Background: an optimization exercise with open tools, aiming at small area and a short achievable clock period. Do not read the settings as production practice.
Function was checked by simulation only, so behaviour that the tests miss may differ from the original.

try-maple:
==> flow/design.v <==
module div_non_restore_pip #(parameter N = 16) (
	input          clk,
	input  [N-1:0] dividend,
	input  [N-1:0] divisor,
	output [N-1:0] quotient
);
	localparam H = N / 2;
	reg [N-1:0] R0, D0;
	reg [N:0]   R  [1:N-1];
	reg         QB [1:N-1];
	reg [N-1:0] D  [1:N-1];
	reg [N-1:0] Q  [1:N-1];
	reg [N-1:0] QO, QF;
	always @(posedge clk) begin
		R0 <= dividend;
		D0 <= divisor;
	end
	wire [N:0] r1 = {R0, 1'b0} - {1'b0, D0};
	always @(posedge clk) begin
		R[1]  <= r1;
		QB[1] <= ~r1[N];
		D[1]  <= D0;
		Q[1]  <= {N{1'b0}};
	end
	genvar s, j;
	generate
		for (s = 2; s <= N; s = s + 1) begin : stage
			wire        neg = R[s-1][N];
			wire        pos = QB[s-1];
			wire [N:0]  b;
			for (j = 0; j <= N; j = j + 1) begin : op
				wire dj = (j < N) ? D[s-1][j] : 1'b0;
				if (j < H) begin : lo
					assign b[j] = dj ^ pos;
				end else begin : hi
					assign b[j] = ~(dj ^ neg);
				end
			end
			wire [N:0] rn = {R[s-1][N-1:0], 1'b0} + b + {{N{1'b0}}, pos};
			if (s < N) begin : mid
				always @(posedge clk) begin
					R[s]  <= rn;
					QB[s] <= ~rn[N];
					D[s]  <= D[s-1];
					Q[s]  <= {Q[s-1][N-2:0], pos};
				end
			end else begin : last
				always @(posedge clk) begin
					QO <= {Q[N-1][N-3:0], pos, ~rn[N]};
					QF <= QO;
				end
			end
		end
	endgenerate
	assign quotient = QF;
endmodule
clock: 4.5 ns
lec_check: 0
cap_margin: 20
core_margin: 2
core_utilization: 55
place_density: 0.75
setup_slack_margin: 2.4
slew_margin: 20
standard.sh (not shown) runs the stock make flow with config.mk's settings and CLKGATE_MAP_FILE= SYNTH_SCRIPT=/design/flow/synth_recipe.tcl, a recipe that flattens the netlist after the stock synthesis.
==> flow/flow/run.sh <==
#!/bin/bash
# Own flow: the standard layout, with the synthesis's final ABC mapping
# run from flow/abc.script (delay-oriented) instead of ORFS's abc_speed.script.
# flow/make_args, if present, holds extra make variable settings.
set -euo pipefail
W=$(pwd)
export MY_ABC_SCRIPT=$W/flow/abc.script
export MY_ABC_D=${MY_ABC_D:-1000}
EXTRA=()
if [[ -f flow/make_args ]]; then read -r -a EXTRA < flow/make_args; fi
cat flow/abc_override.tcl synth_recipe.tcl > my_synth.tcl
sed "s#SYNTH_SCRIPT=[^ ]*#SYNTH_SCRIPT=$W/my_synth.tcl#" standard.sh > my_standard.sh
bash my_standard.sh "${EXTRA[@]}" finish > flow.log 2>&1
==> flow/flow/abc.script <==
&get -n
&st
&dch
&nf -p
&put
buffer -p
upsize {D}
dnsize {D}
==> flow/flow/abc_override.tcl <==
# Use our own ABC script and delay target for the final technology mapping
# (the generic abc inside yosys synth is unchanged).
proc abc {args} {
  set here [file dirname [file normalize [info script]]]
  set i [lsearch $args -script]
  if {$i >= 0} { lset args [expr {$i+1}] $::env(MY_ABC_SCRIPT) }
  set i [lsearch $args -D]
  if {$i >= 0} { lset args [expr {$i+1}] $::env(MY_ABC_D) } else { lappend args -D $::env(MY_ABC_D) }
  puts "abc (own script): $args"
  yosys abc {*}$args
}
Looking at the reports, try-maple completed the entire flow and the layout it produced met the timing, DRC and antenna checks.
Input changes introduced in try-zinc (baseline for comparison: try-maple):
Settings: CTS_CLUSTER_SIZE newly set to 30; CTS_CLUSTER_DIAMETER newly set to 80; CTS_BUF_LIST newly set to sky130_fd_sc_hd__clkbuf_16; SETUP_SLACK_MARGIN changed from 2.4 to 2.3; PLACE_DENSITY changed from 0.75 to 0.8.
==> flow/flow/make_args (new file) <==
ADDER_MAP_FILE=
Findings:
Share of the core filled with cells: try-zinc and try-maple compared, lower one is try-zinc
On cell count, the lower figure sits with try-zinc, not try-maple.
try-zinc vs try-maple, worst-path maximum fanout went down by 1.
When try-zinc is set beside try-maple, its critical path depth turns out to be 1 smaller.
Of try-zinc and try-maple, try-maple shows the higher maximum level of the CTS H-tree, with try-zinc below it.
Here is what was changed in the inputs of try-lagoon compared with try-zinc.
Settings: GPL_ROUTABILITY_DRIVEN now 0, previously not set; SETUP_SLACK_MARGIN now 2.25, was 2.3; TNS_END_PERCENT now 50, previously not set; PLACE_DENSITY now 0.75, was 0.8.
-- flow/flow/run.sh --
<<< try-zinc, line 2
# Own flow: the standard layout, with the synthesis's final ABC mapping
# run from flow/abc.script (delay-oriented) instead of ORFS's abc_speed.script.
# flow/make_args, if present, holds extra make variable settings.
>>> try-lagoon, line 2
# Own flow: the standard layout, with the synthesis's final ABC mapping
# run from flow/abc.script (delay-oriented) instead of ORFS's abc_speed.script,
# and the port buffers made with buf_2 cells.
# flow/make_args, if present, holds extra make variable settings.
<<< try-zinc, line 8
export MY_ABC_D=${MY_ABC_D:-1000}
EXTRA=()
>>> try-lagoon, line 9
export MY_ABC_D=${MY_ABC_D:-1000}
export BUFFER_PORTS_ARGS="-buffer_cell sky130_fd_sc_hd__buf_2"
EXTRA=()
[summary]
Delta (try-lagoon minus try-zinc): global-route wire length before repair dropped 6100 um. When try-lagoon is measured against try-zinc, its clock-buffer cell count turns out 2 lower. Summary of try-lagoon over try-zinc: final area lower; post-route worst setup slack lower; area after synthesis roughly the same.
Input changes introduced in try-xenon (baseline for comparison: try-lagoon):
Settings: SETUP_SLACK_MARGIN: 2.25 -> 2.3; PLACE_DENSITY: 0.75 -> 0.65; TNS_END_PERCENT: 50 -> unset; GPL_ROUTABILITY_DRIVEN: 0 -> unset.
==> flow/flow/run.sh <==
#!/bin/bash
# Own flow: the standard layout, with the synthesis's final ABC mapping
# run from flow/abc.script (delay-oriented) instead of ORFS's abc_speed.script.
# flow/make_args, if present, holds extra make variable settings; @W@ in it
# stands for this work folder.
set -euo pipefail
W=$(pwd)
export MY_ABC_SCRIPT=$W/flow/abc.script
export MY_ABC_D=${MY_ABC_D:-1000}
EXTRA=()
if [[ -f flow/make_args ]]; then read -r -a EXTRA < <(sed "s#@W@#$W#g" flow/make_args); fi
cat flow/abc_override.tcl synth_recipe.tcl > my_synth.tcl
sed "s#SYNTH_SCRIPT=[^ ]*#SYNTH_SCRIPT=$W/my_synth.tcl#" standard.sh > my_standard.sh
bash my_standard.sh "${EXTRA[@]}" finish > flow.log 2>&1
==> flow/flow/io.tcl (new file) <==
# Keep the operand pins together, bit by bit, so the first stage's
# registers and logic sit close; keep the result pins together too.
set_io_pin_constraint -pin_names {dividend[15] divisor[15] dividend[14] divisor[14] dividend[13] divisor[13] dividend[12] divisor[12] dividend[11] divisor[11] dividend[10] divisor[10] dividend[9] divisor[9] dividend[8] divisor[8] dividend[7] divisor[7] dividend[6] divisor[6] dividend[5] divisor[5] dividend[4] divisor[4] dividend[3] divisor[3] dividend[2] divisor[2] dividend[1] divisor[1] dividend[0] divisor[0]} -region bottom:* -group -order
set_io_pin_constraint -pin_names {quotient[15] quotient[14] quotient[13] quotient[12] quotient[11] quotient[10] quotient[9] quotient[8] quotient[7] quotient[6] quotient[5] quotient[4] quotient[3] quotient[2] quotient[1] quotient[0]} -region top:* -group -order
## What came out
try-xenon against try-lagoon: final cell area excluding filler cells moved up, number of inserted filler cells in the final layout level, relative slew slack moved up. Status | try-xenon and try-lagoon | clean. Higher register fraction of the total cell area goes to try-lagoon over try-xenon. Summary of try-xenon over try-lagoon: utilization climbed 4.0 points, first-pass GRT wire length went up by 5.3%.
Here is what was changed in the inputs of try-ember compared with try-xenon.
Settings: PLACE_DENSITY now 0.8, was 0.65; CORE_UTILIZATION now 62, was 55.
==> flow/flow/run.sh <==
#!/bin/bash
# Own flow: the standard layout, with the synthesis's final ABC mapping
# run from flow/abc.script (delay-oriented) instead of ORFS's abc_speed.script.
# flow/make_args, if present, holds extra make variable settings.
set -euo pipefail
W=$(pwd)
export MY_ABC_SCRIPT=$W/flow/abc.script
export MY_ABC_D=${MY_ABC_D:-1000}
EXTRA=()
if [[ -f flow/make_args ]]; then read -r -a EXTRA < flow/make_args; fi
cat flow/abc_override.tcl synth_recipe.tcl > my_synth.tcl
sed "s#SYNTH_SCRIPT=[^ ]*#SYNTH_SCRIPT=$W/my_synth.tcl#" standard.sh > my_standard.sh
bash my_standard.sh "${EXTRA[@]}" finish > flow.log 2>&1
removed: flow/flow/io.tcl
## What came out
Die height for try-ember is lower than for try-xenon. try-xenon → try-ember: post-layout instance count excluding filler cells went down, wire length after detailed routing went down 1400 um, length of the first detailed-routing pass in iterations barely changed.

-- static timing again, ports no longer ideal --
No port has a modelled driver above. Below, the same layouts with a new extraction and two added sets of constraints. Step 1, drivers: a clkbuf_16 drives clk and a buf_2 each remaining input, both assumed. Step 2 times the ports against the registers' clock, not the clock port: input delays grow and output delays shrink by t, the midpoint of the rising clock arrivals with the driver on. Slacks: ideal ports / drivers / drivers and shift; pairs: ideal ports / drivers.
| run | t, ns | slack for setup (ns) | latest minus earliest clock arrival (ns) |
|---|---|---|---|
| try-maple | 0.672 | 2.222 / 2.222 / 2.222 | 0.028 / 0.028 |
| try-zinc | 0.676 | 2.271 / 2.271 / 2.271 | 0.034 / 0.034 |
| try-lagoon | 0.663 | 2.223 / 2.223 / 2.223 | 0.030 / 0.030 |
| try-xenon | 0.639 | 2.297 / 2.297 / 2.297 | 0.039 / 0.039 |
| try-ember | 0.656 | 2.296 / 2.296 / 2.296 | 0.021 / 0.022 |
After both steps every run listed still meets setup and hold.
